From an optimization exercise on the open Yosys and OpenROAD flow, aimed at small area; shortcuts taken in it are not production practice. Function was checked by simulation only, so behaviour that the tests miss may differ from the original. Power figures rest on the tool's default switching activity, not on a simulated workload.

==> flow/design.v <==
module OpdDemodulator (
    input logic clk,
    input logic reset,
    input logic tick_i,
    input logic signed [23:0] ref_i,   
    input logic signed [23:0] sig_i,   
    output logic signed [23:0] x_o,
    output logic signed [23:0] y_o,
    output logic signed [31:0] phi_o,
    output logic signed [24:0] r_o,
    output logic done_o
);
  localparam int W = 29;
  function automatic logic [2:0] ldig(input logic [5:0] k, input logic [3:0] j);
    case ({k, j})
      {6'd0, 4'd2}: ldig = 3'b010;
      {6'd0, 4'd3}: ldig = 3'b101;
      {6'd0, 4'd4}: ldig = 3'b010;
      {6'd1, 4'd0}: ldig = 3'b010;
      {6'd1, 4'd1}: ldig = 3'b110;
      {6'd1, 4'd2}: ldig = 3'b001;
      {6'd1, 4'd4}: ldig = 3'b110;
      {6'd1, 4'd5}: ldig = 3'b010;
      {6'd2, 4'd0}: ldig = 3'b010;
      {6'd2, 4'd4}: ldig = 3'b101;
      {6'd2, 4'd5}: ldig = 3'b110;
      {6'd2, 4'd6}: ldig = 3'b010;
      {6'd3, 4'd0}: ldig = 3'b010;
      {6'd3, 4'd3}: ldig = 3'b101;
      {6'd3, 4'd5}: ldig = 3'b001;
      {6'd3, 4'd6}: ldig = 3'b010;
      {6'd4, 4'd0}: ldig = 3'b110;
      {6'd4, 4'd1}: ldig = 3'b001;
      {6'd4, 4'd2}: ldig = 3'b010;
      {6'd4, 4'd3}: ldig = 3'b010;
      {6'd4, 4'd4}: ldig = 3'b110;
      {6'd4, 4'd5}: ldig = 3'b110;
      {6'd4, 4'd6}: ldig = 3'b110;
      {6'd4, 4'd7}: ldig = 3'b010;
      {6'd5, 4'd0}: ldig = 3'b110;
      {6'd5, 4'd2}: ldig = 3'b110;
      {6'd5, 4'd3}: ldig = 3'b001;
      {6'd5, 4'd4}: ldig = 3'b110;
      {6'd5, 4'd7}: ldig = 3'b010;
      {6'd6, 4'd0}: ldig = 3'b101;
      {6'd6, 4'd1}: ldig = 3'b001;
      {6'd6, 4'd2}: ldig = 3'b101;
      {6'd6, 4'd3}: ldig = 3'b110;
      {6'd6, 4'd4}: ldig = 3'b001;
      {6'd6, 4'd5}: ldig = 3'b010;
      {6'd6, 4'd7}: ldig = 3'b010;
      {6'd7, 4'd0}: ldig = 3'b110;
      {6'd7, 4'd1}: ldig = 3'b010;
      {6'd7, 4'd3}: ldig = 3'b010;
      {6'd7, 4'd4}: ldig = 3'b010;
      {6'd7, 4'd5}: ldig = 3'b101;
      {6'd7, 4'd6}: ldig = 3'b110;
      {6'd7, 4'd7}: ldig = 3'b010;
      {6'd8, 4'd3}: ldig = 3'b010;
      {6'd8, 4'd4}: ldig = 3'b101;
      {6'd8, 4'd5}: ldig = 3'b001;
      {6'd8, 4'd6}: ldig = 3'b010;
      {6'd8, 4'd7}: ldig = 3'b110;
      {6'd9, 4'd0}: ldig = 3'b010;
      {6'd9, 4'd2}: ldig = 3'b110;
      {6'd9, 4'd3}: ldig = 3'b010;
      {6'd9, 4'd4}: ldig = 3'b101;
      {6'd9, 4'd5}: ldig = 3'b001;
      {6'd9, 4'd7}: ldig = 3'b010;
      {6'd9, 4'd8}: ldig = 3'b110;
      {6'd10, 4'd0}: ldig = 3'b110;
      {6'd10, 4'd1}: ldig = 3'b110;
      {6'd10, 4'd4}: ldig = 3'b110;
      {6'd10, 4'd6}: ldig = 3'b010;
      {6'd10, 4'd7}: ldig = 3'b101;
      {6'd10, 4'd8}: ldig = 3'b110;
      {6'd11, 4'd1}: ldig = 3'b110;
      {6'd11, 4'd2}: ldig = 3'b010;
      {6'd11, 4'd3}: ldig = 3'b010;
      {6'd11, 4'd5}: ldig = 3'b110;
      {6'd11, 4'd6}: ldig = 3'b110;
      {6'd11, 4'd8}: ldig = 3'b001;
      {6'd11, 4'd9}: ldig = 3'b110;
      {6'd12, 4'd0}: ldig = 3'b110;
      {6'd12, 4'd1}: ldig = 3'b010;
      {6'd12, 4'd3}: ldig = 3'b010;
      {6'd12, 4'd5}: ldig = 3'b110;
      {6'd12, 4'd7}: ldig = 3'b110;
      {6'd12, 4'd8}: ldig = 3'b001;
      {6'd12, 4'd9}: ldig = 3'b110;
      {6'd13, 4'd0}: ldig = 3'b010;
      {6'd13, 4'd2}: ldig = 3'b101;
      {6'd13, 4'd4}: ldig = 3'b110;
      {6'd13, 4'd5}: ldig = 3'b110;
      {6'd13, 4'd6}: ldig = 3'b110;
      {6'd13, 4'd7}: ldig = 3'b001;
      {6'd13, 4'd8}: ldig = 3'b101;
      {6'd14, 4'd1}: ldig = 3'b010;
      {6'd14, 4'd2}: ldig = 3'b101;
      {6'd14, 4'd4}: ldig = 3'b110;
      {6'd14, 4'd6}: ldig = 3'b010;
      {6'd14, 4'd7}: ldig = 3'b010;
      {6'd15, 4'd2}: ldig = 3'b010;
      {6'd15, 4'd3}: ldig = 3'b010;
      {6'd15, 4'd4}: ldig = 3'b101;
      {6'd15, 4'd5}: ldig = 3'b010;
      {6'd15, 4'd7}: ldig = 3'b101;
      {6'd15, 4'd9}: ldig = 3'b010;
      {6'd16, 4'd0}: ldig = 3'b010;
      {6'd16, 4'd1}: ldig = 3'b110;
      {6'd16, 4'd2}: ldig = 3'b010;
      {6'd16, 4'd4}: ldig = 3'b101;
      {6'd16, 4'd5}: ldig = 3'b001;
      {6'd16, 4'd7}: ldig = 3'b110;
      {6'd16, 4'd9}: ldig = 3'b001;
      {6'd17, 4'd1}: ldig = 3'b110;
      {6'd17, 4'd2}: ldig = 3'b110;
      {6'd17, 4'd4}: ldig = 3'b110;
      {6'd17, 4'd7}: ldig = 3'b001;
      {6'd17, 4'd9}: ldig = 3'b110;
      {6'd17, 4'd10}: ldig = 3'b010;
      {6'd18, 4'd0}: ldig = 3'b101;
      {6'd18, 4'd1}: ldig = 3'b110;
      {6'd18, 4'd3}: ldig = 3'b001;
      {6'd18, 4'd4}: ldig = 3'b101;
      {6'd18, 4'd5}: ldig = 3'b010;
      {6'd18, 4'd6}: ldig = 3'b010;
      {6'd18, 4'd7}: ldig = 3'b110;
      {6'd18, 4'd8}: ldig = 3'b010;
      {6'd18, 4'd10}: ldig = 3'b010;
      {6'd19, 4'd0}: ldig = 3'b110;
      {6'd19, 4'd2}: ldig = 3'b010;
      {6'd19, 4'd4}: ldig = 3'b101;
      {6'd19, 4'd6}: ldig = 3'b001;
      {6'd19, 4'd7}: ldig = 3'b110;
      {6'd19, 4'd9}: ldig = 3'b010;
      {6'd19, 4'd10}: ldig = 3'b010;
      {6'd20, 4'd0}: ldig = 3'b110;
      {6'd20, 4'd1}: ldig = 3'b110;
      {6'd20, 4'd2}: ldig = 3'b010;
      {6'd20, 4'd4}: ldig = 3'b110;
      {6'd20, 4'd5}: ldig = 3'b001;
      {6'd20, 4'd6}: ldig = 3'b110;
      {6'd20, 4'd8}: ldig = 3'b010;
      {6'd20, 4'd9}: ldig = 3'b010;
      {6'd20, 4'd10}: ldig = 3'b010;
      {6'd21, 4'd0}: ldig = 3'b110;
      {6'd21, 4'd2}: ldig = 3'b010;
      {6'd21, 4'd4}: ldig = 3'b101;
      {6'd21, 4'd6}: ldig = 3'b001;
      {6'd21, 4'd7}: ldig = 3'b110;
      {6'd21, 4'd9}: ldig = 3'b010;
      {6'd21, 4'd10}: ldig = 3'b010;
      {6'd22, 4'd0}: ldig = 3'b101;
      {6'd22, 4'd1}: ldig = 3'b110;
      {6'd22, 4'd3}: ldig = 3'b001;
      {6'd22, 4'd4}: ldig = 3'b101;
      {6'd22, 4'd5}: ldig = 3'b010;
      {6'd22, 4'd6}: ldig = 3'b010;
      {6'd22, 4'd7}: ldig = 3'b110;
      {6'd22, 4'd8}: ldig = 3'b010;
      {6'd22, 4'd10}: ldig = 3'b010;
      {6'd23, 4'd1}: ldig = 3'b110;
      {6'd23, 4'd2}: ldig = 3'b110;
      {6'd23, 4'd4}: ldig = 3'b110;
      {6'd23, 4'd7}: ldig = 3'b001;
      {6'd23, 4'd9}: ldig = 3'b110;
      {6'd23, 4'd10}: ldig = 3'b010;
      {6'd24, 4'd0}: ldig = 3'b010;
      {6'd24, 4'd1}: ldig = 3'b110;
      {6'd24, 4'd2}: ldig = 3'b010;
      {6'd24, 4'd4}: ldig = 3'b101;
      {6'd24, 4'd5}: ldig = 3'b001;
      {6'd24, 4'd7}: ldig = 3'b110;
      {6'd24, 4'd9}: ldig = 3'b001;
      {6'd25, 4'd2}: ldig = 3'b010;
      {6'd25, 4'd3}: ldig = 3'b010;
      {6'd25, 4'd4}: ldig = 3'b101;
      {6'd25, 4'd5}: ldig = 3'b010;
      {6'd25, 4'd7}: ldig = 3'b101;
      {6'd25, 4'd9}: ldig = 3'b010;
      {6'd26, 4'd1}: ldig = 3'b010;
      {6'd26, 4'd2}: ldig = 3'b101;
      {6'd26, 4'd4}: ldig = 3'b110;
      {6'd26, 4'd6}: ldig = 3'b010;
      {6'd26, 4'd7}: ldig = 3'b010;
      {6'd27, 4'd0}: ldig = 3'b010;
      {6'd27, 4'd2}: ldig = 3'b101;
      {6'd27, 4'd4}: ldig = 3'b110;
      {6'd27, 4'd5}: ldig = 3'b110;
      {6'd27, 4'd6}: ldig = 3'b110;
      {6'd27, 4'd7}: ldig = 3'b001;
      {6'd27, 4'd8}: ldig = 3'b101;
      {6'd28, 4'd0}: ldig = 3'b110;
      {6'd28, 4'd1}: ldig = 3'b010;
      {6'd28, 4'd3}: ldig = 3'b010;
      {6'd28, 4'd5}: ldig = 3'b110;
      {6'd28, 4'd7}: ldig = 3'b110;
      {6'd28, 4'd8}: ldig = 3'b001;
      {6'd28, 4'd9}: ldig = 3'b110;
      {6'd29, 4'd1}: ldig = 3'b110;
      {6'd29, 4'd2}: ldig = 3'b010;
      {6'd29, 4'd3}: ldig = 3'b010;
      {6'd29, 4'd5}: ldig = 3'b110;
      {6'd29, 4'd6}: ldig = 3'b110;
      {6'd29, 4'd8}: ldig = 3'b001;
      {6'd29, 4'd9}: ldig = 3'b110;
      {6'd30, 4'd0}: ldig = 3'b110;
      {6'd30, 4'd1}: ldig = 3'b110;
      {6'd30, 4'd4}: ldig = 3'b110;
      {6'd30, 4'd6}: ldig = 3'b010;
      {6'd30, 4'd7}: ldig = 3'b101;
      {6'd30, 4'd8}: ldig = 3'b110;
      {6'd31, 4'd0}: ldig = 3'b010;
      {6'd31, 4'd2}: ldig = 3'b110;
      {6'd31, 4'd3}: ldig = 3'b010;
      {6'd31, 4'd4}: ldig = 3'b101;
      {6'd31, 4'd5}: ldig = 3'b001;
      {6'd31, 4'd7}: ldig = 3'b010;
      {6'd31, 4'd8}: ldig = 3'b110;
      {6'd32, 4'd3}: ldig = 3'b010;
      {6'd32, 4'd4}: ldig = 3'b101;
      {6'd32, 4'd5}: ldig = 3'b001;
      {6'd32, 4'd6}: ldig = 3'b010;
      {6'd32, 4'd7}: ldig = 3'b110;
      {6'd33, 4'd0}: ldig = 3'b110;
      {6'd33, 4'd1}: ldig = 3'b010;
      {6'd33, 4'd3}: ldig = 3'b010;
      {6'd33, 4'd4}: ldig = 3'b010;
      {6'd33, 4'd5}: ldig = 3'b101;
      {6'd33, 4'd6}: ldig = 3'b110;
      {6'd33, 4'd7}: ldig = 3'b010;
      {6'd34, 4'd0}: ldig = 3'b101;
      {6'd34, 4'd1}: ldig = 3'b001;
      {6'd34, 4'd2}: ldig = 3'b101;
      {6'd34, 4'd3}: ldig = 3'b110;
      {6'd34, 4'd4}: ldig = 3'b001;
      {6'd34, 4'd5}: ldig = 3'b010;
      {6'd34, 4'd7}: ldig = 3'b010;
      {6'd35, 4'd0}: ldig = 3'b110;
      {6'd35, 4'd2}: ldig = 3'b110;
      {6'd35, 4'd3}: ldig = 3'b001;
      {6'd35, 4'd4}: ldig = 3'b110;
      {6'd35, 4'd7}: ldig = 3'b010;
      {6'd36, 4'd0}: ldig = 3'b110;
      {6'd36, 4'd1}: ldig = 3'b001;
      {6'd36, 4'd2}: ldig = 3'b010;
      {6'd36, 4'd3}: ldig = 3'b010;
      {6'd36, 4'd4}: ldig = 3'b110;
      {6'd36, 4'd5}: ldig = 3'b110;
      {6'd36, 4'd6}: ldig = 3'b110;
      {6'd36, 4'd7}: ldig = 3'b010;
      {6'd37, 4'd0}: ldig = 3'b010;
      {6'd37, 4'd3}: ldig = 3'b101;
      {6'd37, 4'd5}: ldig = 3'b001;
      {6'd37, 4'd6}: ldig = 3'b010;
      {6'd38, 4'd0}: ldig = 3'b010;
      {6'd38, 4'd4}: ldig = 3'b101;
      {6'd38, 4'd5}: ldig = 3'b110;
      {6'd38, 4'd6}: ldig = 3'b010;
      {6'd39, 4'd0}: ldig = 3'b010;
      {6'd39, 4'd1}: ldig = 3'b110;
      {6'd39, 4'd2}: ldig = 3'b001;
      {6'd39, 4'd4}: ldig = 3'b110;
      {6'd39, 4'd5}: ldig = 3'b010;
      {6'd40, 4'd2}: ldig = 3'b010;
      {6'd40, 4'd3}: ldig = 3'b101;
      {6'd40, 4'd4}: ldig = 3'b010;
      default: ldig = 3'b000;
    endcase
  endfunction
  function automatic logic [2:0] hdig(input logic [3:0] k, input logic [3:0] j);
    case ({k, j})
      {4'd1, 4'd1}: hdig = 3'b110;
      {4'd1, 4'd2}: hdig = 3'b110;
      {4'd1, 4'd3}: hdig = 3'b001;
      {4'd1, 4'd5}: hdig = 3'b010;
      {4'd1, 4'd6}: hdig = 3'b110;
      {4'd1, 4'd7}: hdig = 3'b110;
      {4'd2, 4'd1}: hdig = 3'b101;
      {4'd2, 4'd3}: hdig = 3'b001;
      {4'd2, 4'd4}: hdig = 3'b110;
      {4'd2, 4'd5}: hdig = 3'b010;
      {4'd2, 4'd6}: hdig = 3'b101;
      {4'd2, 4'd7}: hdig = 3'b010;
      {4'd2, 4'd8}: hdig = 3'b101;
      {4'd3, 4'd0}: hdig = 3'b101;
      {4'd3, 4'd1}: hdig = 3'b010;
      {4'd3, 4'd2}: hdig = 3'b010;
      {4'd3, 4'd4}: hdig = 3'b110;
      {4'd3, 4'd7}: hdig = 3'b010;
      {4'd3, 4'd8}: hdig = 3'b010;
      {4'd3, 4'd9}: hdig = 3'b101;
      {4'd4, 4'd0}: hdig = 3'b010;
      {4'd4, 4'd1}: hdig = 3'b101;
      {4'd4, 4'd2}: hdig = 3'b001;
      {4'd4, 4'd3}: hdig = 3'b110;
      {4'd4, 4'd4}: hdig = 3'b001;
      {4'd4, 4'd9}: hdig = 3'b110;
      {4'd4, 4'd10}: hdig = 3'b110;
      {4'd5, 4'd1}: hdig = 3'b110;
      {4'd5, 4'd2}: hdig = 3'b110;
      {4'd5, 4'd3}: hdig = 3'b110;
      {4'd5, 4'd4}: hdig = 3'b110;
      {4'd5, 4'd5}: hdig = 3'b010;
      {4'd5, 4'd6}: hdig = 3'b110;
      {4'd5, 4'd7}: hdig = 3'b010;
      {4'd5, 4'd8}: hdig = 3'b010;
      {4'd5, 4'd10}: hdig = 3'b110;
      {4'd5, 4'd11}: hdig = 3'b110;
      {4'd6, 4'd1}: hdig = 3'b010;
      {4'd6, 4'd2}: hdig = 3'b010;
      {4'd6, 4'd3}: hdig = 3'b010;
      {4'd6, 4'd4}: hdig = 3'b010;
      {4'd6, 4'd5}: hdig = 3'b110;
      {4'd6, 4'd6}: hdig = 3'b010;
      {4'd6, 4'd7}: hdig = 3'b110;
      {4'd6, 4'd8}: hdig = 3'b110;
      {4'd6, 4'd10}: hdig = 3'b010;
      {4'd6, 4'd11}: hdig = 3'b010;
      {4'd7, 4'd0}: hdig = 3'b110;
      {4'd7, 4'd1}: hdig = 3'b001;
      {4'd7, 4'd2}: hdig = 3'b101;
      {4'd7, 4'd3}: hdig = 3'b010;
      {4'd7, 4'd4}: hdig = 3'b101;
      {4'd7, 4'd9}: hdig = 3'b010;
      {4'd7, 4'd10}: hdig = 3'b010;
      {4'd8, 4'd0}: hdig = 3'b101;
      {4'd8, 4'd2}: hdig = 3'b110;
      {4'd8, 4'd4}: hdig = 3'b010;
      {4'd8, 4'd7}: hdig = 3'b110;
      {4'd8, 4'd8}: hdig = 3'b110;
      {4'd8, 4'd9}: hdig = 3'b001;
      {4'd9, 4'd1}: hdig = 3'b101;
      {4'd9, 4'd2}: hdig = 3'b010;
      {4'd9, 4'd3}: hdig = 3'b101;
      {4'd9, 4'd4}: hdig = 3'b010;
      {4'd9, 4'd5}: hdig = 3'b110;
      {4'd9, 4'd6}: hdig = 3'b001;
      {4'd9, 4'd7}: hdig = 3'b110;
      {4'd9, 4'd8}: hdig = 3'b001;
      {4'd10, 4'd1}: hdig = 3'b010;
      {4'd10, 4'd2}: hdig = 3'b010;
      {4'd10, 4'd3}: hdig = 3'b101;
      {4'd10, 4'd5}: hdig = 3'b110;
      {4'd10, 4'd6}: hdig = 3'b010;
      {4'd10, 4'd7}: hdig = 3'b010;
      default: hdig = 3'b000;
    endcase
  endfunction
  function automatic logic [23:0] fdel(input logic [23:0] v);
    if (!v[23] && (|v[22:0])) fdel = v - 24'd1;
    else if (v[23] && !(|v[22:0])) fdel = v + 24'd1;
    else fdel = v;
  endfunction
  function automatic logic [24:0] angle(input logic [4:0] i);
    case (i)
      5'd0: angle = 25'd2097151;
      5'd1: angle = 25'd1238020;
      5'd2: angle = 25'd654136;
      5'd3: angle = 25'd332049;
      5'd4: angle = 25'd166669;
      5'd5: angle = 25'd83415;
      5'd6: angle = 25'd41718;
      5'd7: angle = 25'd20860;
      5'd8: angle = 25'd10430;
      5'd9: angle = 25'd5215;
      5'd10: angle = 25'd2607;
      5'd11: angle = 25'd1303;
      5'd12: angle = 25'd651;
      5'd13: angle = 25'd325;
      5'd14: angle = 25'd162;
      5'd15: angle = 25'd81;
      5'd16: angle = 25'd40;
      5'd17: angle = 25'd20;
      5'd18: angle = 25'd10;
      5'd19: angle = 25'd5;
      5'd20: angle = 25'd2;
      5'd21: angle = 25'd1;
      default: angle = 25'd0;
    endcase
  endfunction
  typedef enum logic [3:0] {
    S_IDLE, S_INS, S_CLOAD, S_CITER, S_DONE, S_HIL, S_HSAT, S_PROD, S_PQ, S_LP, S_LPF
  } st_e;
  st_e st;
  logic [5:0] m;   
  logic [3:0] j;   
  logic [5:0] K;   
  logic par;   
  logic ins_r, ins_s, ins_pq, cap_a, cap_b;
  logic [5:0] cp;   
  logic [3:0] cr0, cr1;   
  logic [3:0] cs;   
  logic [39:0][22:0] pring, qring;
  logic [10:0][23:0] rring0, rring1;
  logic [11:0][23:0] sring;
  logic signed [W-1:0] accx, accy;
  logic [23:0] T, U;
  logic [24:0] PHI;
  wire [22:0] ptap = pring[39];
  wire [22:0] qtap = qring[39];
  wire [23:0] r0tap = rring0[10];
  wire [23:0] r1tap = rring1[10];
  wire [23:0] stap = sring[11];
  wire ins_p_now = ins_pq && (cp == 6'd39);
  wire ins_r0_now = ins_r && !par && (cr0 == 4'd10);
  wire ins_r1_now = ins_r && par && (cr1 == 4'd10);
  wire ins_s_now = ins_s && (cs == 4'd11);
  always_ff @(posedge clk) begin
    pring <= {pring[38:0], ins_p_now ? T[22:0] : ptap};
    qring <= {qring[38:0], ins_p_now ? U[22:0] : qtap};
    rring0 <= {rring0[9:0], ins_r0_now ? T : r0tap};
    rring1 <= {rring1[9:0], ins_r1_now ? T : r1tap};
    sring <= {sring[10:0], ins_s_now ? fdel(U) : stap};
  end
  always_ff @(posedge clk) begin
    if (reset) begin
      cp <= '0;
      cr0 <= '0;
      cr1 <= '0;
      cs <= '0;
    end else begin
      cp <= (cp == 6'd39) ? (ins_p_now ? 6'd1 : 6'd0) : cp + 6'd1;
      cr0 <= (cr0 == 4'd10) ? (ins_r0_now ? 4'd1 : 4'd0) : cr0 + 4'd1;
      cr1 <= (cr1 == 4'd10) ? (ins_r1_now ? 4'd1 : 4'd0) : cr1 + 4'd1;
      cs <= (cs == 4'd11) ? (ins_s_now ? 4'd1 : 4'd0) : cs + 4'd1;
    end
  end
  logic [1:0] asel;   
  logic signed [W-1:0] bx, by;
  logic [2:0] dx, dy;   
  wire signed [24:0] shx = $signed(accy[24:0]) >>> m[4:0];   
  wire signed [24:0] shy = $signed(accx[24:0]) >>> m[4:0];
  wire [23:0] rtap_h = par ? r1tap : r0tap;   
  wire [23:0] rtap_a = par ? r0tap : r1tap;   
  wire [3:0] cr_h = par ? cr1 : cr0;
  wire [3:0] cr_a = par ? cr0 : cr1;
  wire [5:0] kl = (m == 6'd40) ? 6'd0 : cp + 6'd1;   
  wire [2:0] ld = (kl < K) ? ldig(kl, j) : 3'b000;
  wire [2:0] hd = ({1'b0, cr_h, 1'b0} < K) ? hdig(cr_h, j) : 3'b000;
  logic [2:0] pd;
  always_comb begin
    case (PHI[2:0])
      3'b001, 3'b010: pd = 3'b010;
      3'b011: pd = 3'b001;
      3'b100: pd = 3'b101;
      3'b101, 3'b110: pd = 3'b110;
      default: pd = 3'b000;
    endcase
  end
  wire flip = accy[24];
  wire sig_c = !accy[24];   
  always_comb begin
    asel = 2'd2;
    bx = '0;
    by = '0;
    dx = 3'b000;
    dy = 3'b000;
    case (st)
      S_CLOAD: begin
        asel = 2'd0;
        bx = W'(shx);
        by = W'(shy);
        dx = {flip, 2'b10};
        dy = {flip, 2'b10};
      end
      S_CITER: begin
        bx = W'(shx);
        by = W'(shy);
        dx = {!sig_c, 2'b10};
        dy = {sig_c, 2'b10};
      end
      S_HIL: begin
        asel = (m == 6'd0) ? ((j == 4'd0) ? 2'd0 : 2'd1) : 2'd2;
        bx = W'($signed(rtap_h));
        dx = hd;
      end
      S_PROD: begin
        asel = (j == 4'd0) ? 2'd0 : 2'd1;
        bx = W'($signed(T));
        by = W'($signed(U));
        dx = (j == 4'd12) ? 3'b000 : pd;
        dy = (j == 4'd12) ? 3'b000 : pd;
      end
      S_LP: begin
        asel = (m == 6'd0) ? ((j == 4'd0) ? 2'd0 : 2'd1) : 2'd2;
        bx = (m == 6'd40) ? W'($signed(T[22:0])) : W'($signed(ptap));
        by = (m == 6'd40) ? W'($signed(U[22:0])) : W'($signed(qtap));
        dx = ld;
        dy = ld;
      end
      S_LPF: asel = 2'd1;
      default: ;
    endcase
  end
  function automatic logic signed [W-1:0] lane(input logic [1:0] as, input logic signed [W-1:0] acc,
                                               input logic signed [W-1:0] b, input logic [2:0] d);
    logic signed [W-1:0] a, bs, sh;
    sh = acc >>> 2;
    a = (as == 2'd0) ? '0 : (as == 2'd1) ? sh : acc;
    bs = d[0] ? (b <<< 1) : (d[1] ? b : '0);
    lane = a + (d[2] ? ~bs : bs) + W'(d[2]);
  endfunction
  wire signed [W-1:0] nx = lane(asel, accx, bx, dx);
  wire signed [W-1:0] ny = lane(asel, accy, by, dy);
  wire hpos = !accx[W-1] && (|accx[W-2:24]);
  wire hneg = accx[W-1] && !(&accx[W-2:24]);
  wire [23:0] hsat = hpos ? 24'h7fffff : hneg ? 24'h800000 : accx[24:1];
  wire xpos = !accx[24] && (|accx[23:1]);
  always_ff @(posedge clk) begin
    if (reset) begin
      accx <= '0;
      accy <= '0;
    end else begin
      accx <= nx;
      accy <= ny;
    end
  end
  always_ff @(posedge clk) begin
    if (reset) begin
      st <= S_IDLE;
      K <= '0;
      par <= 1'b0;
      ins_r <= 1'b0;
      ins_s <= 1'b0;
      ins_pq <= 1'b0;
      cap_a <= 1'b0;
      cap_b <= 1'b0;
      m <= '0;
      j <= '0;
    end else begin
      if (ins_p_now) ins_pq <= 1'b0;
      if (ins_r0_now || ins_r1_now) ins_r <= 1'b0;
      if (ins_s_now) ins_s <= 1'b0;
      case (st)
        S_IDLE: begin
          if (tick_i) begin
            T <= ref_i;
            U <= sig_i;
            m <= 6'd1;
            ins_r <= 1'b1;
            ins_s <= 1'b1;
            par <= !par;
            if (K != 6'd63) K <= K + 6'd1;
            st <= S_INS;
          end
        end
        S_INS: begin
          if (!ins_r && !ins_s) st <= S_CLOAD;
        end
        S_CLOAD: begin
          T <= accx[24:1];
          U <= accy[24:1];
          PHI <= flip ? (xpos ? 25'sd8388607 : -25'sd8388607) : 25'sd0;
          m <= '0;
          st <= S_CITER;
        end
        S_CITER: begin
          PHI <= sig_c ? PHI + angle(m[4:0]) : PHI - angle(m[4:0]);
          m <= m + 6'd1;
          if (m == 6'd22) st <= S_DONE;
        end
        S_DONE: begin
          cap_a <= 1'b1;
          cap_b <= 1'b1;
          m <= '0;
          j <= '0;
          st <= S_HIL;
        end
        S_HIL: begin
          if (m == 6'd10) begin
            m <= '0;
            j <= j + 4'd1;
            if (j == 4'd11) st <= S_HSAT;
          end else m <= m + 6'd1;
        end
        S_HSAT: begin
          U <= hsat;
          j <= '0;
          st <= S_PROD;
        end
        S_PROD: begin
          PHI <= $signed(PHI) >>> 2;
          j <= j + 4'd1;
          if (j == 4'd12) st <= S_PQ;
        end
        S_PQ: begin
          T <= 24'($signed(accx[22:0]));
          U <= 24'($signed(accy[22:0]));
          m <= '0;
          j <= '0;
          st <= S_LP;
        end
        S_LP: begin
          if (m == 6'd40) begin
            m <= '0;
            j <= j + 4'd1;
            if (j == 4'd10) st <= S_LPF;
          end else m <= m + 6'd1;
        end
        S_LPF: begin
          ins_pq <= 1'b1;
          st <= S_IDLE;
        end
        default: st <= S_IDLE;
      endcase
      if (st == S_HIL) begin
        if (cap_a && cr_a == 4'd5) begin
          T <= (K > 6'd11) ? fdel(rtap_a) : 24'd0;
          cap_a <= 1'b0;
        end
        if (cap_b && cs == 4'd11) begin
          PHI <= {(K > 6'd11) ? stap : 24'd0, 1'b0};
          cap_b <= 1'b0;
        end
      end
    end
  end
  assign done_o = (st == S_DONE);
  assign x_o = T;
  assign y_o = U;
  assign r_o = accx[24:0];
  assign phi_o = 32'($signed(PHI));
endmodule
==> flow/run.sh <==
#!/bin/bash
# synth_recipe.tcl (not shown) runs the flow's synth.tcl, then flattens the netlist and writes it again
# the make line also repeats each setting of config.mk as NAME=value (left out here)
make -C /OpenROAD-flow-scripts/flow DESIGN_CONFIG=/design/flow/config.mk WORK_HOME=/design/flow/orfs CLKGATE_MAP_FILE= SYNTH_SCRIPT=/design/flow/synth_recipe.tcl finish
==> flow/config.mk <==
export PLATFORM = sky130hd
export DESIGN_NAME = OpdDemodulator
export DESIGN_NICKNAME = OpdDemodulator
export VERILOG_FILES = /design/flow/design.v
export SDC_FILE = /design/flow/constraint.sdc
export NUM_CORES = 4
export LEC_CHECK = 0
export CAP_MARGIN = 20
export CORE_MARGIN = 2
export CORE_UTILIZATION = 45
export PLACE_DENSITY = 0.6
export SLEW_MARGIN = 20
==> flow/constraint.sdc <==
create_clock -name core_clock -period 15.0 [get_ports {clk}]
set_input_delay 3.0000 -clock core_clock [delete_from_list [all_inputs] [get_ports {clk}]]
set_output_delay 3.0000 -clock core_clock [all_outputs]
set_load 0.01 [all_outputs]
==> results.txt <==
==> flip-flops by register name, summed over array words and instances (netlist names), 4 cells and up, named ones only <==
| name | flops |
|---|---|
| cr0 | 4 |
| j | 4 |
| cp | 6 |
| K | 6 |
| cr1 | 4 |
| PHI | 25 |
| qring | 920 |
| accy | 29 |
| T | 24 |
| rring0 | 264 |
| rring1 | 264 |
| accx | 29 |
| pring | 920 |
| sring | 288 |
| cs | 4 |
| st | 4 |
| m | 6 |
| U | 24 |
==> metal layers <==
metal  part of all wire [%]  wire, um  global-route usage (%)
met4                    6.0     11000                    12.6
met3                    5.9     10700                    3.78
met2                     44     80200                    31.1
met1                     44     80200                    27.2
met5                      0         0                       0
==> through the flow <==
step | instances | hold WS [ns] | area [sq um] | total power, W
after global routing | 8554 | 0.284 | 90400 | 0.0181
final | 8556 | 0.273 | 90400 | 0.0174
after detailed placement | 8078 | 0.312 | 81500 | 0.0109
after floorplan | 5806 | 0.310 | 77500 | 0.00987
after CTS | 8553 | 0.274 | 90400 | 0.0176
after global placement | 8078 | 0.310 | 81500 | 0.0109
==> final timing paths <==
| path | from | endpoint | slack [ns] | depth (start not counted) |
|---|---|---|---|---|
| worst max-delay path | m[1]$_SDFFE_PP0P_ | accy[28]$_SDFF_PP0_ | 6.25 | 31 |
| worst min-delay path | pring[314]$_DFF_P_ | pring[337]$_DFF_P_ | 0.27 | 0 |
| worst max register to register | m[1]$_SDFFE_PP0P_ | accy[28]$_SDFF_PP0_ | 6.25 | 31 |
| worst min register to register | pring[314]$_DFF_P_ | pring[337]$_DFF_P_ | 0.27 | 0 |
==> power by group through the flow <==
stage	Sequential (W)	Combinational, W	Clock, W
finish	0.00808	0.00268	0.00667
global route	0.00808	0.00289	0.00716
CTS	0.00807	0.00265	0.00685
detailed placement	0.00824	0.00264	0
global placement	0.00824	0.00263	0
floorplan	0.00808	0.00179	0
==> cells in the mapped netlist (all sizes together) (14+ instances only) <==
cell / count / share of area (%)
a222oi: 72 / 0.93
dfxtp: 2779 / 72
nor3: 75 / 0.48
o21a: 22 / 0.21
clkbuf: 194 / 0.95
mux2: 125 / 1.8
mux4: 29 / 0.84
nand3b: 14 / 0.14
ha: 117 / 1.9
a31oi: 25 / 0.22
nor2: 273 / 1.3
inv: 67 / 0.32
nor4: 30 / 0.24
nand2b: 42 / 0.34
a21o: 48 / 0.47
or3: 19 / 0.15
mux2i: 122 / 1.6
a221o: 20 / 0.26
o22ai: 84 / 0.68
xnor2: 96 / 1.1
or2: 16 / 0.13
a21boi: 30 / 0.29
a211oi: 34 / 0.35
and3: 19 / 0.15
o21ai: 242 / 1.6
nor2b: 39 / 0.31
edfxtp: 73 / 2.8
and2: 18 / 0.15
buf: 82 / 0.58
nand4: 16 / 0.13
nand2: 300 / 1.5
o211ai: 22 / 0.21
nor3b: 23 / 0.23
xor2: 98 / 1.1
a21oi: 237 / 1.5
a221oi: 26 / 0.29
a22o: 55 / 0.62
nand3: 53 / 0.34
==> worst max-delay path, delay by kind of cell, from the launching register on <==
kind / cells / cell delay (ns)
compound gates: 12 / 3.21
xor+xnor: 2 / 0.41
flops: 1 / 0.31
fa+ha+maj: 3 / 1.09
simple gates: 11 / 2.63
buf+inv: 3 / 0.88
==> cells by family after synthesis <==
logic type	Yosys count
flip-flops	2852
adder cells (fa/ha/maj)	122
AO/OA/AOI/OAI	1042
XOR/XNOR	194
multiplexers	276
buffers and inverters	348
AND/OR/NAND/NOR	972
==> layout by cell type (no fill, tap or decap), types with 66 or more instances in the layout <==
cell type,Yosys,layout
dfxtp_1,2779,2771
nand2_1,300,300
clkbuf_16,0,290
nor2_1,273,270
a21oi_1,234,234
o21ai_0,233,232
clkdlybuf4s50_1,0,155
mux2_2,123,123
mux2i_1,122,122
ha_1,117,116
xor2_1,98,98
xnor2_1,96,96
o22ai_1,84,84
buf_4,32,82
edfxtp_1,73,73
a222oi_1,72,72
nor3_1,75,68
inv_1,67,66
==> cell type report <==
type	instances	area share, %
Sequential cell	2852	64.0
Multi-Input combinational cell	2606	20.3
Clock buffer	394	9.01
Tap cell	2310	3.20
Timing Repair Buffer	238	2.40
Clock inverter	81	0.814
Inverter	72	0.299
Antenna cell	3	0.00831
==> metrics.cfg <==
[sta]
max_slew_margin_pct = 20.7
max_freq_ghz = 0.114
finalSetupTns_ns = 0
skew_ns = 0.0561
slew_violations = 0
finalHoldViolCount = 0
period_minus_slack_ns = 8.75
worstMarginPinSlew_ns = 1.19
rsz0062_at_grt = false
period_share_pct = 58.3
setup_slack_ns = 6.25
setup_viol = 0

[logic_synthesis]
syn_inst = 5806
synth_compound_area_share_pct = 9.09
yosys_warnings = 1
ys_async_sr_fraction_pct = 0
synthDistinctLibCells = 95
synth_area_per_cell_sq_um = 13.3
synth_area_sq_um = 77500
synthXorXnorAreaFrac_pct = 2.19
synth_seq_cells = 2852
synth_fa_ha_area_share_pct = 2.00
synth-edff-count = 73
ys.flop_type = dfxtp_1
yosysSeqAreaShare_pct = 74.6
synth_mux_area_share_pct = 4.24
synth_top_family_by_area = compound AO/OA/AOI/OAI gates
synthSimpleGateAreaFrac_pct = 5.98
syn_nets = 5977

[cts]
insertion_delay_ns = 0.91
post-cts-setup-buffers = 0
cts-root-buf = clkbuf_16
cts_buffer_depth = 4
cts_resized = 0
path_clk_slew_ns = 0.06
cts_hold_buf = 0
cts_made_buffers = 278
cts_sinks = 2852
cts_tree = yes
htree_levels = 5

[routing]
vias_per_cell = 5.06
routed_wl_um = 182000
drtIter0Drc = 3755
routedWlPerCell_um = 21.3
ant_nets = 0
dr.pass1.iters = 10
via_count = 43300
drcViolationCount = 0

[die]
dieArea_sq_um = 176000
die-height_um = 419
start_util_pct = 45.2
io-pin-count = 157
die_w_um = 419
rows = 152
coreArea_sq_um = 171000

[final_layout]
nets = 6219
nFillCells = 14300
fin_util_pct = 52.7
area_delta_synth_final_pct = 16.6
register_area_sq_um = 57800
multi_input_area_sq_um = 18300
layout-drive-gt1-share_pct = 11.6

[power_and_ir_drop]
p_switching_w = 0.00467
internal_power_w = 0.0127
p_comb_share_pct = 15.4
vdd_drop_max_mv = 0.140
sw_frac_of_total_pct = 26.8
p_leak_nw = 35.9
p_clk_share_pct = 38.3
powerDensity_nw_per_um2 = 193
seqPwrFrac_pct = 46.4

[worst_setup_path]
cp.arrival_ns = 9.48
crit_path_end_kind = flip-flop
crit_type = flip-flop to flip-flop
crit_fanout = 61
cp.required_ns = 15.73
crit_path_max_incr_delay_ns = 0.60
crit_path_start_kind = flip-flop
path_common_cell = nand2_1
cp_slowest_cell = buf_4

[job]
max-cap-violations = 0

[global_routing]
grt_max_degree = 69
antenna_found_initial = 4
grt_overflow = 0
grt_usage_pct = 20.5
grt_pass1_wl_um = 269000
grt_pass1_vias = 42100

[placement]
gp_congestion = 0.919
dp_hpwl_um = 121000
pre_cts_ws_ns = 6.34
port_buffers = 156

[min_path]
hold_path_class = flip-flop to flip-flop

[status]
outcome = timing/DRC/antenna clean

port drivers added, routing unchanged:
In the flow no input, the clock included, has a driving cell. The finished layout below was timed again as built, in two steps.
Step 1 (the two cells are an assumption about what drives the block):
set clk [get_ports {clk}]
set_driving_cell -lib_cell sky130_fd_sc_hd__clkbuf_16 $clk
set_driving_cell -lib_cell sky130_fd_sc_hd__buf_2 [delete_from_list [all_inputs] $clk]
Step 2 times the ports against the registers' clock, not the clock port: input delays grow and output delays shrink by t, the midpoint of the rising clock arrivals with the driver on.
Three values: ideal ports, drivers, drivers and shift; two values: the first two.
shift t [ns]: 0.970
slack for setup (ns): 6.250 / 6.250 / 6.250
worst register clock-pin slew, ns: 0.07 / 0.07
worst data-port slew with drivers (ns): 0.14
cell pins on the clock port's net: 1
After both steps this run still meets setup and hold. The setup slack of this run moves by 0.000 ns with the drivers and by 0.000 ns with both steps.
